This design comes from an exercise in tuning for small area, a short achievable clock period and few clock cycles per item on the open sky130 flow, not from production work.
RTL that was checked went through simulation tests only; none was proved equivalent to the original.

## oak
==> flow/design.v (excerpt) <==
module UT_TOP (
    clk,
    rst_n,
    in_valid,
    in_time,
    out_valid,
    out_display,
    out_day
);
input        clk, rst_n, in_valid;
input [30:0] in_time;
output reg       out_valid;
output reg [3:0] out_display;
output reg [2:0] out_day;
reg [9:0]  R;      
reg [21:0] L;      
reg [10:0] R2;     
reg [7:0]  B;      
reg [3:0]  C2;     
reg [2:0]  W;      
reg        y20;    
reg        jf;     
reg        busy;
reg [4:0]  k;      
function ge11;       
    input [10:0] t;
    input [10:0] K;
    reg   [15:0] g, e;
    integer i, w;
    begin
        for (i = 0; i < 16; i = i + 1) begin
            g[i] = (i < 11) ? (t[i] & ~K[i]) : 1'b0;
            e[i] = (i < 11) ? ~(t[i] ^ K[i]) : 1'b1;
        end
        for (w = 1; w < 16; w = w * 2)
            for (i = 0; i < 16; i = i + 2 * w) begin
                g[i] = g[i + w] | (e[i + w] & g[i]);
                e[i] = e[i + w] & e[i];
            end
        ge11 = g[0] | e[0];
    end
endfunction
function ge24;       
    input [23:0] t;
    input [23:0] K;
    reg   [31:0] g, e;
    integer i, w;
    begin
        for (i = 0; i < 32; i = i + 1) begin
            g[i] = (i < 24) ? (t[i] & ~K[i]) : 1'b0;
            e[i] = (i < 24) ? ~(t[i] ^ K[i]) : 1'b1;
        end
        for (w = 1; w < 32; w = w * 2)
            for (i = 0; i < 32; i = i + 2 * w) begin
                g[i] = g[i + w] | (e[i + w] & g[i]);
                e[i] = e[i + w] & e[i];
            end
        ge24 = g[0] | e[0];
    end
endfunction
function [3:0] dd;
    input [3:0] d;      
    begin
        dd[0] = (~d[3] & ~d[2] & d[0]) | (d[2] & d[1] & ~d[0]) | (d[3] & ~d[0]);
        dd[1] = (~d[2] & d[1]) | (d[1] & d[0]) | (d[3] & ~d[0]);
        dd[2] = (d[2] & ~d[1] & ~d[0]) | (d[3] & d[0]);
        dd[3] = (d[2] & d[0]) | (d[2] & d[1]) | (d[3]);
    end
endfunction
function [3:0] inc10;
    input [3:0] d;      
    begin
        inc10[0] = (~d[0]);
  ...
Size: ~890 cells after synthesis, ~80 flip-flops, about 42 I/O pins.
Settings: LEC_CHECK=0, ABC_AREA=1, CAP_MARGIN=20, CORE_MARGIN=2, CORE_UTILIZATION=40, SLEW_MARGIN=20; clock period 15.0 ns.
standard.sh (not shown) runs the stock make flow with config.mk's settings and CLKGATE_MAP_FILE= SYNTH_SCRIPT=/design/flow/synth_recipe.tcl, a recipe that flattens the netlist after the stock synthesis.
==> flow/flow/run.sh <==
#!/bin/bash
# The standard layout, with timing repair aiming at 11.1 ns of setup slack
# instead of 0, and the port buffers made with buf_1 cells; the clock and the
# constraints stay the design's.
set -o pipefail
bash standard.sh SETUP_SLACK_MARGIN=11.1 "BUFFER_PORTS_ARGS=-buffer_cell sky130_fd_sc_hd__buf_1" finish > standard.log 2>&1
Testbench counts of oak, summed over its fixed seeds: cycles 55,200, items 2,400.
Changes in pine relative to oak:
diff --git a/flow/design.v b/flow/design.v
--- a/flow/design.v
+++ b/flow/design.v
@@ -235,21 +235,27 @@
         end
         if (pm0) W <= w2;
         if (mon) C2 <= {C2[1:0], u0[11], u1[11]};
         if (k1) y20 <= ge24({R[8:0], L[21:7]}, 24'd7395975);
         jf <= ge11(R2, 11'd1224);                 
     end
 end
 always @(posedge clk or negedge rst_n) begin
-    if (!rst_n)                 busy <= 1'b0;
-    else if (in_valid)          busy <= 1'b1;
-    else if (busy && k == 5'd21) busy <= 1'b0;
+    if (!rst_n) begin
+        busy <= 1'b0;
+        k    <= 5'd0;
+    end else if (in_valid) begin
+        busy <= 1'b1;
+        k    <= 5'd1;
+    end else if (busy) begin
+        k    <= k + 5'd1;
+        if (k == 5'd21) busy <= 1'b0;
+    end
 end
-always @(posedge clk) k <= kn;
 wire       jfc = k10 ? ge11(R2, 11'd1224) : jf;
 wire       yc  = jfc && (B[3:0] == 4'd9);
 wire [3:0] yt  = yc ? inc10(B[7:4]) : B[7:4];
 wire [3:0] yo  = jfc ? inc10(B[3:0]) : B[3:0];
 function [4:0] mbcd;
     input [3:0] m;      
     begin
         mbcd[0] = (~m[0]);
Results
No stage failed in pine, and the final checks on the layout all came back clean.
Delta (pine minus oak): filler cell count went down about 1.7%, least setup slack across all paths after layout went up 16 ps.
Slew at the pin closest to its max-slew limit was higher in oak than in pine.
Row count came out exactly the same in oak and pine.
In the reports for oak and pine, the larger growth of design area from synthesis to finish belongs to pine.
Side by side, post-cts repair resize count turned out higher in pine than in oak.
Function not checked in pine: the RTL went through the layout flow alone.

========
UT_TOP, a different RTL version from the one above (not shown whole).
Size: roughly 42 I/O pins, roughly 6300 um2 of cells after synthesis.
==> flow/config.mk <==
export PLATFORM = sky130hd
export DESIGN_NAME = UT_TOP
export DESIGN_NICKNAME = UT_TOP
export VERILOG_FILES = /design/flow/design.v
export SDC_FILE = /design/flow/constraint.sdc
export NUM_CORES = 4
export LEC_CHECK = 0
export ABC_AREA = 1
export CAP_MARGIN = 20
export CORE_MARGIN = 2
export CORE_UTILIZATION = 40
export SLEW_MARGIN = 20
==> flow/constraint.sdc <==
create_clock -name core_clock -period 15.0 [get_ports {clk}]
set_input_delay 3.0000 -clock core_clock [delete_from_list [all_inputs] [get_ports {clk}]]
set_output_delay 3.0000 -clock core_clock [all_outputs]
set_load 0.01 [all_outputs]
==> flow/flow/run.sh <==
#!/bin/bash
# The standard layout, with timing repair aiming at 11.0 ns of setup slack
# instead of 0, and the port buffers made with buf_4 cells; the clock and the
# constraints stay the design's.
set -o pipefail
bash standard.sh SETUP_SLACK_MARGIN=11.0 "BUFFER_PORTS_ARGS=-buffer_cell sky130_fd_sc_hd__buf_4" finish > standard.log 2>&1
Testbench counts at the start, summed over its fixed seeds: cycles 55,200, items 2,400.
==> next run, changes <==
--- a/flow/design.v
+++ b/flow/design.v
@@ -106,79 +106,73 @@
     pm1 <= (kn <= 5'd7);                                      
     h0  <= (kn == 5'd9) || (kn == 5'd10);                     
     h1  <= (kn == 5'd8) || (kn == 5'd9) || (kn == 5'd10);     
     n0  <= (kn >= 5'd11) && (kn <= 5'd13);                    
     n1  <= (kn >= 5'd11) && (kn <= 5'd13);
     mon <= (kn == 5'd10) || (kn == 5'd11);                    
 end
 function [10:0] rstep;
     input [10:0] t;
     input [10:0] kk;
     reg   [11:0] g, p;    
     reg   [11:0] b;       
-    integer i, lvl, j;
+    integer i;
     reg   [11:0] G, P;
     begin
         for (i = 0; i < 11; i = i + 1) begin
             g[i] = ~t[i] & kk[i];
             p[i] = ~(t[i] ^ kk[i]);
         end
         g[11] = 1'b0; p[11] = 1'b0;
         G = g; P = p;
-        for (lvl = 1; lvl < 16; lvl = lvl * 2)
-            for (i = 0; i < 11; i = i + 1)
-                if ((i / lvl) % 2 == 1) begin
-                    j = (i / lvl) * lvl - 1;
-                    G[i] = G[i] | (P[i] & G[j]);
-                    P[i] = P[i] & P[j];
-                end
+        for (i = 1; i < 11; i = i + 1) begin
+            G[i] = G[i] | (P[i] & G[i - 1]);
+            P[i] = P[i] & P[i - 1];
+        end
         b[0] = 1'b0;
         for (i = 1; i < 12; i = i + 1) b[i] = G[i - 1];
         rstep[10] = ~b[11];
         for (i = 0; i < 10; i = i + 1)
             rstep[i] = t[i] ^ (rstep[10] & (kk[i] ^ b[i]));
     end
 endfunction
 function [10:0] step;    
     input [10:0] t;
     input        m, h, n;
     begin
         step = rstep(t, ({11{m}} & 11'd675) | ({11{h}} & 11'd900) | ({11{n}} & 11'd960));
     end
 endfunction
 wire [10:0] s0 = step({R, L[21]}, pm0, h0, n0);
 wire [10:0] s1 = step({s0[9:0], L[20]}, pm1, h1, n1);
 wire        q0 = s0[10];
 wire        q1 = s1[10];
 function [11:0] rstep2;
     input [11:0] t;
     input [11:0] kk;
     reg   [12:0] g, p;    
     reg   [12:0] b;       
-    integer i, lvl, j;
+    integer i;
     reg   [12:0] G, P;
     begin
         for (i = 0; i < 12; i = i + 1) begin
             g[i] = ~t[i] & kk[i];
             p[i] = ~(t[i] ^ kk[i]);
         end
         g[12] = 1'b0; p[12] = 1'b0;
         G = g; P = p;
-        for (lvl = 1; lvl < 16; lvl = lvl * 2)
-            for (i = 0; i < 12; i = i + 1)
-                if ((i / lvl) % 2 == 1) begin
-                    j = (i / lvl) * lvl - 1;
-                    G[i] = G[i] | (P[i] & G[j]);
-                    P[i] = P[i] & P[j];
-                end
+        for (i = 1; i < 12; i = i + 1) begin
+            G[i] = G[i] | (P[i] & G[i - 1]);
+            P[i] = P[i] & P[i - 1];
+        end
         b[0] = 1'b0;
         for (i = 1; i < 13; i = i + 1) b[i] = G[i - 1];
         rstep2[11] = ~b[12];
         for (i = 0; i < 11; i = i + 1)
             rstep2[i] = t[i] ^ (rstep2[11] & (kk[i] ^ b[i]));
     end
 endfunction
 function [11:0] step2;   
     input [11:0] t;
     input        mo;
     begin
         step2 = rstep2(t, mo ? 12'd1958 : 12'd1461);
The changed run completed without violations.
Utilization climbs by 0.59 points.
Synthesized area goes down by a few percent.
Sequential share of layout area barely changes.
Critical path depth increases by 31.
Routed wire length goes down by a few percent.
Global-route usage goes down by 0.33 points.
Final area barely changes.
Worst hold slack is worse by 0.021 ns.
Setup slack degrades by 0.18 ns.
Cell count drops by a few percent.
Register-to-register slack got worse by 0.22 ns.
No functional check of the RTL was part of the second run of this note.

========
the previous run:
The RTL this note starts from:
==> flow/design.v <==
module UT_TOP (
    clk,
    rst_n,
    in_valid,
    in_time,
    out_valid,
    out_display,
    out_day
);
input        clk, rst_n, in_valid;
input [30:0] in_time;
output reg       out_valid;
output reg [3:0] out_display;
output reg [2:0] out_day;
reg [9:0]  R;      
reg [21:0] L;      
reg [10:0] R2;     
reg [7:0]  B;      
reg [3:0]  C2;     
reg [2:0]  W;      
reg        y20;    
reg        jf;     
reg        busy;
reg [4:0]  k;      
function ge11;       
    input [10:0] t;
    input [10:0] K;
    reg   [15:0] g, e;
    integer i, w;
    begin
        for (i = 0; i < 16; i = i + 1) begin
            g[i] = (i < 11) ? (t[i] & ~K[i]) : 1'b0;
            e[i] = (i < 11) ? ~(t[i] ^ K[i]) : 1'b1;
        end
        for (w = 1; w < 16; w = w * 2)
            for (i = 0; i < 16; i = i + 2 * w) begin
                g[i] = g[i + w] | (e[i + w] & g[i]);
                e[i] = e[i + w] & e[i];
            end
        ge11 = g[0] | e[0];
    end
endfunction
function ge24;       
    input [23:0] t;
    input [23:0] K;
    reg   [31:0] g, e;
    integer i, w;
    begin
        for (i = 0; i < 32; i = i + 1) begin
            g[i] = (i < 24) ? (t[i] & ~K[i]) : 1'b0;
            e[i] = (i < 24) ? ~(t[i] ^ K[i]) : 1'b1;
        end
        for (w = 1; w < 32; w = w * 2)
            for (i = 0; i < 32; i = i + 2 * w) begin
                g[i] = g[i + w] | (e[i + w] & g[i]);
                e[i] = e[i + w] & e[i];
            end
        ge24 = g[0] | e[0];
    end
endfunction
function [3:0] dd;
    input [3:0] d;      
    begin
        dd[0] = (~d[3] & ~d[2] & d[0]) | (d[2] & d[1] & ~d[0]) | (d[3] & ~d[0]);
        dd[1] = (~d[2] & d[1]) | (d[1] & d[0]) | (d[3] & ~d[0]);
        dd[2] = (d[2] & ~d[1] & ~d[0]) | (d[3] & d[0]);
        dd[3] = (d[2] & d[0]) | (d[2] & d[1]) | (d[3]);
    end
endfunction
function [3:0] inc10;
    input [3:0] d;      
    begin
        inc10[0] = (~d[0]);
        inc10[1] = (~d[3] & ~d[1] & d[0]) | (d[1] & ~d[0]);
        inc10[2] = (~d[2] & d[1] & d[0]) | (d[2] & ~d[1]) | (d[2] & ~d[0]);
        inc10[3] = (d[2] & d[1] & d[0]) | (d[3] & ~d[0]);
    end
endfunction
function [2:0] w4;
    input [2:0] w;      
    input       a, b;
    begin
        w4[0] = (~w[2] & ~w[1] & ~w[0] & b) | (~w[1] & w[0] & a & ~b) | (~w[2] & w[1] & ~w[0] & ~b) | (w[1] & w[0] & b) | (~w[1] & ~w[0] & ~a & b) | (w[2] & w[0] & ~b) | (w[2] & w[1] & a & b) | (w[2] & w[1] & ~a & ~b);
        w4[1] = (~w[2] & ~w[1] & ~w[0] & ~a) | (~w[2] & ~w[1] & ~a & ~b) | (~w[2] & w[0] & a & b) | (~w[2] & ~w[0] & ~a & ~b) | (~w[2] & w[1] & a & b) | (w[1] & w[0] & a) | (w[2] & ~w[1] & a & ~b) | (w[2] & w[0] & ~a & b) | (w[2] & w[1] & ~a & b);
        w4[2] = (~w[2] & ~w[0] & a) | (~w[2] & ~w[1] & w[0] & ~a & ~b) | (w[2] & ~w[0] & ~a) | (w[2] & w[0] & a & b) | (w[1] & ~w[0] & ~a & b) | (~w[1] & ~w[0] & a & ~b);
    end
endfunction
function [2:0] w1;
    input [2:0] w;      
    input       a;
    begin
        w1[0] = (~w[2] & ~w[1] & ~a) | (~w[2] & w[1] & a) | (w[2] & ~w[1] & ~w[0] & a) | (w[2] & w[1] & ~a);
        w1[1] = (~w[2] & ~w[1] & ~w[0] & ~a) | (~w[2] & w[0] & a) | (w[1] & w[0]) | (w[2] & w[0] & ~a) | (w[2] & w[1] & a);
        w1[2] = (~w[2] & ~w[1] & a) | (w[2] & ~w[1] & ~w[0]) | (~w[1] & w[0] & ~a);
    end
endfunction
reg  pm0, pm1, h0, n0, h1, n1, mon;           
wire k1  = (k == 5'd1);
wire k8  = (k == 5'd8);
wire k9  = (k == 5'd9);
wire k10 = (k == 5'd10);
wire k11 = (k == 5'd11);
wire [4:0] kn = busy ? k + 5'd1 : 5'd1;       
always @(posedge clk) begin
    pm0 <= (kn <= 5'd8);                                      
    pm1 <= (kn <= 5'd7);                                      
    h0  <= (kn == 5'd9) || (kn == 5'd10);                     
    h1  <= (kn == 5'd8) || (kn == 5'd9) || (kn == 5'd10);     
    n0  <= (kn >= 5'd11) && (kn <= 5'd13);                    
    n1  <= (kn >= 5'd11) && (kn <= 5'd13);
    mon <= (kn == 5'd10) || (kn == 5'd11);                    
end
function [10:0] rstep;
    input [10:0] t;
    input [10:0] kk;
    reg   [11:0] g, p;    
    reg   [11:0] b;       
    integer i, lvl, j;
    reg   [11:0] G, P;
    begin
        for (i = 0; i < 11; i = i + 1) begin
            g[i] = ~t[i] & kk[i];
            p[i] = ~(t[i] ^ kk[i]);
        end
        g[11] = 1'b0; p[11] = 1'b0;
        G = g; P = p;
        for (lvl = 1; lvl < 16; lvl = lvl * 2)
            for (i = 0; i < 11; i = i + 1)
                if ((i / lvl) % 2 == 1) begin
                    j = (i / lvl) * lvl - 1;
                    G[i] = G[i] | (P[i] & G[j]);
                    P[i] = P[i] & P[j];
                end
        b[0] = 1'b0;
        for (i = 1; i < 12; i = i + 1) b[i] = G[i - 1];
        rstep[10] = ~b[11];
        for (i = 0; i < 10; i = i + 1)
            rstep[i] = t[i] ^ (rstep[10] & (kk[i] ^ b[i]));
    end
endfunction
function [10:0] step;    
    input [10:0] t;
    input        m, h, n;
    begin
        step = rstep(t, ({11{m}} & 11'd675) | ({11{h}} & 11'd900) | ({11{n}} & 11'd960));
    end
endfunction
wire [10:0] s0 = step({R, L[21]}, pm0, h0, n0);
wire [10:0] s1 = step({s0[9:0], L[20]}, pm1, h1, n1);
wire        q0 = s0[10];
wire        q1 = s1[10];
function [11:0] rstep2;
    input [11:0] t;
    input [11:0] kk;
    reg   [12:0] g, p;    
    reg   [12:0] b;       
    integer i, lvl, j;
    reg   [12:0] G, P;
    begin
        for (i = 0; i < 12; i = i + 1) begin
            g[i] = ~t[i] & kk[i];
            p[i] = ~(t[i] ^ kk[i]);
        end
        g[12] = 1'b0; p[12] = 1'b0;
        G = g; P = p;
        for (lvl = 1; lvl < 16; lvl = lvl * 2)
            for (i = 0; i < 12; i = i + 1)
                if ((i / lvl) % 2 == 1) begin
                    j = (i / lvl) * lvl - 1;
                    G[i] = G[i] | (P[i] & G[j]);
                    P[i] = P[i] & P[j];
                end
        b[0] = 1'b0;
        for (i = 1; i < 13; i = i + 1) b[i] = G[i - 1];
        rstep2[11] = ~b[12];
        for (i = 0; i < 11; i = i + 1)
            rstep2[i] = t[i] ^ (rstep2[11] & (kk[i] ^ b[i]));
    end
endfunction
function [11:0] step2;   
    input [11:0] t;
    input        mo;
    begin
        step2 = rstep2(t, mo ? 12'd1958 : 12'd1461);
    end
endfunction
wire        b0  = k1 ? 1'b0 : (pm0 && !k9) ? L[0] : (k9 || k10);
wire        b1  = pm0 ? q0 : k9;
wire [10:0] r2i = k10 ? {R2[10:2], 2'b01} : R2;
wire [11:0] u0  = step2({r2i, b0}, mon);
wire [11:0] u1  = step2({u0[10:0], b1}, mon);
wire [7:0] bb0 = {dd(B[7:4]), dd(B[3:0])};
wire [7:0] bb1 = {bb0[6:0], u0[11]};
wire [7:0] bb2 = {dd(bb1[7:4]), dd(bb1[3:0])};
wire [7:0] bb3 = {bb2[6:0], u1[11]};
wire [2:0] w2 = k8 ? w1(W, q0) : w4(W, q0, q1);
always @(posedge clk) begin
    if (!busy) begin
        R  <= {1'b0, in_time[30:22]};
        L  <= in_time[21:0];
        R2 <= 11'd1304;
        B  <= 8'h09;
        W  <= 3'd4;
    end else begin
        if (pm0 || h0 || n0) begin
            R <= s1[9:0];
            L <= {L[19:0], q0, q1};
        end
        if (pm0 || k9 || mon) begin
            R2 <= u1[10:0];
            if (!mon) B <= bb3;
        end
        if (pm0) W <= w2;
        if (mon) C2 <= {C2[1:0], u0[11], u1[11]};
        if (k1) y20 <= ge24({R[8:0], L[21:7]}, 24'd7395975);
        if (k10) jf <= ge11(R2, 11'd1224);
    end
end
always @(posedge clk or negedge rst_n) begin
    if (!rst_n) begin
        busy <= 1'b0;
        k    <= 5'd0;
    end else if (in_valid) begin
        busy <= 1'b1;
        k    <= 5'd1;
    end else if (busy) begin
        k    <= k + 5'd1;
        if (k == 5'd21) busy <= 1'b0;
    end
end
wire       jfc = k10 ? ge11(R2, 11'd1224) : jf;
wire       yc  = jfc && (B[3:0] == 4'd9);
wire [3:0] yt  = yc ? inc10(B[7:4]) : B[7:4];
wire [3:0] yo  = jfc ? inc10(B[3:0]) : B[3:0];
function [4:0] mbcd;
    input [3:0] m;      
    begin
        mbcd[0] = (~m[0]);
        mbcd[1] = (~m[3] & ~m[1] & ~m[0]) | (~m[2] & m[1] & m[0]) | (m[3] & m[0]);
        mbcd[2] = (~m[3] & ~m[2] & m[0]) | (~m[3] & ~m[2] & m[1]) | (m[2] & ~m[1] & ~m[0]);
        mbcd[3] = (m[2] & ~m[1] & m[0]) | (m[2] & m[1] & ~m[0]);
        mbcd[4] = (m[2] & m[1] & m[0]) | (m[3] & ~m[1]);
    end
endfunction
wire [4:0] mb = mbcd(C2);
wire       mt = mb[4];
wire [3:0] mo = mb[3:0];
reg [5:0] fld;
always @(*) begin
    if (k[4:1] == 4'd7)      fld = {1'b0, R2[10:6]};    
    else if (k[4:1] == 4'd8) fld = {1'b0, L[10:6]};     
    else if (k[4:1] == 4'd9) fld = L[5:0];              
    else                     fld = R[9:4];              
end
wire [3:0] dA   = dd({1'b0, fld[5:3]});
wire [3:0] dB   = dd({dA[2:0], fld[2]});
wire [3:0] dC   = dd({dB[2:0], fld[1]});
wire [6:0] fb   = {dA[3], dB[3], dC[3], dC[2:0], fld[0]};
wire       dinc = (k[4:1] == 4'd7);                      
wire [3:0] fo   = dinc ? inc10(fb[3:0]) : fb[3:0];
wire       tp1  = dinc && (fb[3:0] == 4'd9);            
wire [2:0] ft   = !tp1 ? fb[6:4] : (fb[5:4] == 2'd0) ? 3'd1 : (fb[5:4] == 2'd1) ? 3'd2 : 3'd3;
reg [3:0] digit;
always @(*) begin
    case (k)
        5'd8:    digit = y20 ? 4'd2 : 4'd1;
        5'd9:    digit = y20 ? 4'd0 : 4'd9;
        5'd10:   digit = yt;
        5'd11:   digit = yo;
        5'd12:   digit = {3'b000, mt};
        5'd13:   digit = mo;
        default: digit = k[0] ? fo : {1'b0, ft};
    endcase
end
wire [2:0] wday   = k8 ? w2 : W;
wire       outing = busy && (k >= 5'd8);
always @(posedge clk or negedge rst_n) begin
    if (!rst_n) begin
        out_valid   <= 1'b0;
        out_display <= 4'd0;
        out_day     <= 3'd0;
    end else if (outing) begin
        out_valid   <= 1'b1;
        out_display <= digit;
        out_day     <= wday;
    end else begin
        out_valid   <= 1'b0;
        out_display <= 4'd0;
        out_day     <= 3'd0;
    end
end
endmodule
export LEC_CHECK = 0
export ABC_AREA = 1
export CAP_MARGIN = 20
export CORE_MARGIN = 2
export CORE_UTILIZATION = 40
export SLEW_MARGIN = 20
create_clock -name core_clock -period 15.0 [get_ports {clk}]
==> flow/flow/run.sh <==
#!/bin/bash
# The standard layout, with timing repair aiming at 11.0 ns of setup slack
# instead of 0, and the port buffers made with buf_1 cells; the clock and the
# constraints stay the design's.
set -o pipefail
bash standard.sh SETUP_SLACK_MARGIN=11.0 "BUFFER_PORTS_ARGS=-buffer_cell sky130_fd_sc_hd__buf_1" finish > standard.log 2>&1
Testbench counts of the previous run, summed over its fixed seeds: cycles 55,200, items 2,400.
For the current run, these inputs were changed with respect to the previous run:
--- a/flow/design.v
+++ b/flow/design.v
@@ -75,8 +75,30 @@
         inc10[2] = (~d[2] & d[1] & d[0]) | (d[2] & ~d[1]) | (d[2] & ~d[0]);
         inc10[3] = (d[2] & d[1] & d[0]) | (d[3] & ~d[0]);
     end
 endfunction
+function [5:0] bq_lo;
+    input [3:0] o;      
+    input       a, b;
+    begin
+        bq_lo[0] = (b);
+        bq_lo[1] = (~o[3] & ~o[2] & ~o[1] & a) | (~o[2] & o[1] & o[0] & ~a) | (o[2] & ~o[1] & ~o[0] & ~a) | (o[2] & o[1] & ~o[0] & a) | (o[3] & ~a) | (o[2] & ~o[1] & o[0] & a);
+        bq_lo[2] = (o[2] & ~o[0] & ~a) | (o[2] & o[1] & ~o[0]) | (o[3] & ~o[0] & a) | (~o[2] & ~o[1] & o[0] & ~a) | (~o[3] & ~o[2] & o[0] & a);
+        bq_lo[3] = (~o[2] & o[1] & ~o[0] & ~a) | (o[2] & ~o[1] & ~o[0] & a) | (o[2] & o[1] & o[0] & ~a) | (o[3] & o[0] & a);
+        bq_lo[4] = (~o[2] & o[1] & a) | (~o[2] & o[1] & o[0]) | (o[2] & ~o[1] & ~o[0]) | (o[1] & o[0] & a) | (o[3]);
+        bq_lo[5] = (o[2] & o[0]) | (o[2] & o[1]) | (o[3]);
+    end
+endfunction
+function [3:0] bq_hi;
+    input [3:0] t;      
+    input [1:0] c;
+    begin
+        bq_hi[0] = (c[0]);
+        bq_hi[1] = (~t[3] & ~t[2] & ~t[1] & c[1]) | (~t[2] & t[1] & t[0] & ~c[1]) | (t[2] & ~t[1] & ~t[0] & ~c[1]) | (t[2] & t[1] & ~t[0] & c[1]) | (t[3] & ~c[1]) | (t[2] & ~t[1] & t[0] & c[1]);
+        bq_hi[2] = (t[2] & ~t[0] & ~c[1]) | (t[2] & t[1] & ~t[0]) | (t[3] & ~t[0] & c[1]) | (~t[2] & ~t[1] & t[0] & ~c[1]) | (~t[3] & ~t[2] & t[0] & c[1]);
+        bq_hi[3] = (~t[2] & t[1] & ~t[0] & ~c[1]) | (t[2] & ~t[1] & ~t[0] & c[1]) | (t[2] & t[1] & t[0] & ~c[1]) | (t[3] & t[0] & c[1]);
+    end
+endfunction
 function [2:0] w4;
     input [2:0] w;      
     input       a, b;
     begin
@@ -93,9 +115,9 @@
         w1[1] = (~w[2] & ~w[1] & ~w[0] & ~a) | (~w[2] & w[0] & a) | (w[1] & w[0]) | (w[2] & w[0] & ~a) | (w[2] & w[1] & a);
         w1[2] = (~w[2] & ~w[1] & a) | (w[2] & ~w[1] & ~w[0]) | (~w[1] & w[0] & ~a);
     end
 endfunction
-reg  pm0, pm1, h0, n0, h1, n1, mon;           
+reg  pm0, pm1, h0, h1, n, mon;                
 wire k1  = (k == 5'd1);
 wire k8  = (k == 5'd8);
 wire k9  = (k == 5'd9);
 wire k10 = (k == 5'd10);
@@ -105,10 +127,9 @@
     pm0 <= (kn <= 5'd8);                                      
     pm1 <= (kn <= 5'd7);                                      
     h0  <= (kn == 5'd9) || (kn == 5'd10);                     
     h1  <= (kn == 5'd8) || (kn == 5'd9) || (kn == 5'd10);     
-    n0  <= (kn >= 5'd11) && (kn <= 5'd13);                    
-    n1  <= (kn >= 5'd11) && (kn <= 5'd13);
+    n   <= (kn >= 5'd11) && (kn <= 5'd13);                    
     mon <= (kn == 5'd10) || (kn == 5'd11);                    
 end
 function [10:0] rstep;
     input [10:0] t;
@@ -144,10 +165,10 @@
     begin
         step = rstep(t, ({11{m}} & 11'd675) | ({11{h}} & 11'd900) | ({11{n}} & 11'd960));
     end
 endfunction
-wire [10:0] s0 = step({R, L[21]}, pm0, h0, n0);
-wire [10:0] s1 = step({s0[9:0], L[20]}, pm1, h1, n1);
+wire [10:0] s0 = step({R, L[21]}, pm0, h0, n);
+wire [10:0] s1 = step({s0[9:0], L[20]}, pm1, h1, n);
 wire        q0 = s0[10];
 wire        q1 = s1[10];
 function [11:0] rstep2;
     input [11:0] t;
@@ -188,12 +209,10 @@
 wire        b1  = pm0 ? q0 : k9;
 wire [10:0] r2i = k10 ? {R2[10:2], 2'b01} : R2;
 wire [11:0] u0  = step2({r2i, b0}, mon);
 wire [11:0] u1  = step2({u0[10:0], b1}, mon);
-wire [7:0] bb0 = {dd(B[7:4]), dd(B[3:0])};
-wire [7:0] bb1 = {bb0[6:0], u0[11]};
-wire [7:0] bb2 = {dd(bb1[7:4]), dd(bb1[3:0])};
-wire [7:0] bb3 = {bb2[6:0], u1[11]};
+wire [5:0] blo = bq_lo(B[3:0], u0[11], u1[11]);
+wire [7:0] bb3 = {bq_hi(B[7:4], blo[5:4]), blo[3:0]};
 wire [2:0] w2 = k8 ? w1(W, q0) : w4(W, q0, q1);
 always @(posedge clk) begin
     if (!busy) begin
         R  <= {1'b0, in_time[30:22]};
@@ -201,20 +220,24 @@
         R2 <= 11'd1304;
         B  <= 8'h09;
         W  <= 3'd4;
     end else begin
-        if (pm0 || h0 || n0) begin
-            R <= s1[9:0];
-            L <= {L[19:0], q0, q1};
+        R[3:0]   <= s1[3:0];
+        L[21:11] <= L[19:9];
+        R2[5:0]  <= u1[5:0];
+        if (pm0 || h0 || n) begin
+            R[9:4]  <= s1[9:4];                   
+            L[10:0] <= {L[8:0], q0, q1};          
         end
+        B[7:4] <= bb3[7:4];                       
         if (pm0 || k9 || mon) begin
-            R2 <= u1[10:0];
-            if (!mon) B <= bb3;
+            R2[10:6] <= u1[10:6];                 
+            if (!mon) B[3:0] <= bb3[3:0];
         end
         if (pm0) W <= w2;
         if (mon) C2 <= {C2[1:0], u0[11], u1[11]};
         if (k1) y20 <= ge24({R[8:0], L[21:7]}, 24'd7395975);
-        if (k10) jf <= ge11(R2, 11'd1224);
+        jf <= ge11(R2, 11'd1224);                 
     end
 end
 always @(posedge clk or negedge rst_n) begin
     if (!rst_n) begin
Findings:
- Setup slack in the current run is smaller than in the previous run.
- On parity-gate share of the synthesized area counting xor and xnor cells, the current run and the previous run are neck and neck.
- Going from the previous run to the current run, filler-free cell count of the finished design shrank by about 3.7%, sequential share of layout area shrank by 0.80 points, clock insertion delay at the later pin of the skew report held steady, simple-gate share of the synthesized area grew by 2.3 points.
- Of the two values seen for timing startpoint of the critical path, n was produced by the current run and out_day[2] by the previous run.
- Sort the current run and the previous run by share of the cycle needed by the critical path after routing, ascending, and the previous run comes first.
- Looking at standard-cell row count, the current run sits below the previous run.
- Final core utilization: the previous run vs the current run — no meaningful difference
- The current run: number of cells traversed by the worst register-to-register path higher than the previous run
- | summed area of non-filler cells in the final layout | higher: the previous run |
Function not checked in the current run: the RTL went through the layout flow alone.

## static timing again, ports no longer ideal
Ports are ideal in the flow. The routed layouts listed here were re-timed in OpenROAD.
Step 1, drivers: a clkbuf_16 drives clk and a buf_2 each remaining input, both assumed.
Step 2 times the ports against the registers' clock, not the clock port: input delays grow and output delays shrink by t, the midpoint of the rising clock arrivals with the driver on.
a / b / c = no drivers / after step 1 / after step 2; a / b = the first two.
run	t, ns	setup slack, ns	worst setup path after step 2
oak	0.395	11.155 / 11.115 / 11.313	register to register
pine	0.391	11.170 / 11.126 / 11.285	register to register
the first run of note 2	0.385	11.144 / 11.105 / 11.193	register to register
the second run of note 2	0.383	10.966 / 10.966 / 10.966	register to register
the previous run	0.387	11.162 / 11.119 / 11.198	register to register
the current run	0.389	11.130 / 11.130 / 11.130	register to register
After both steps setup and hold are still met in every run listed.
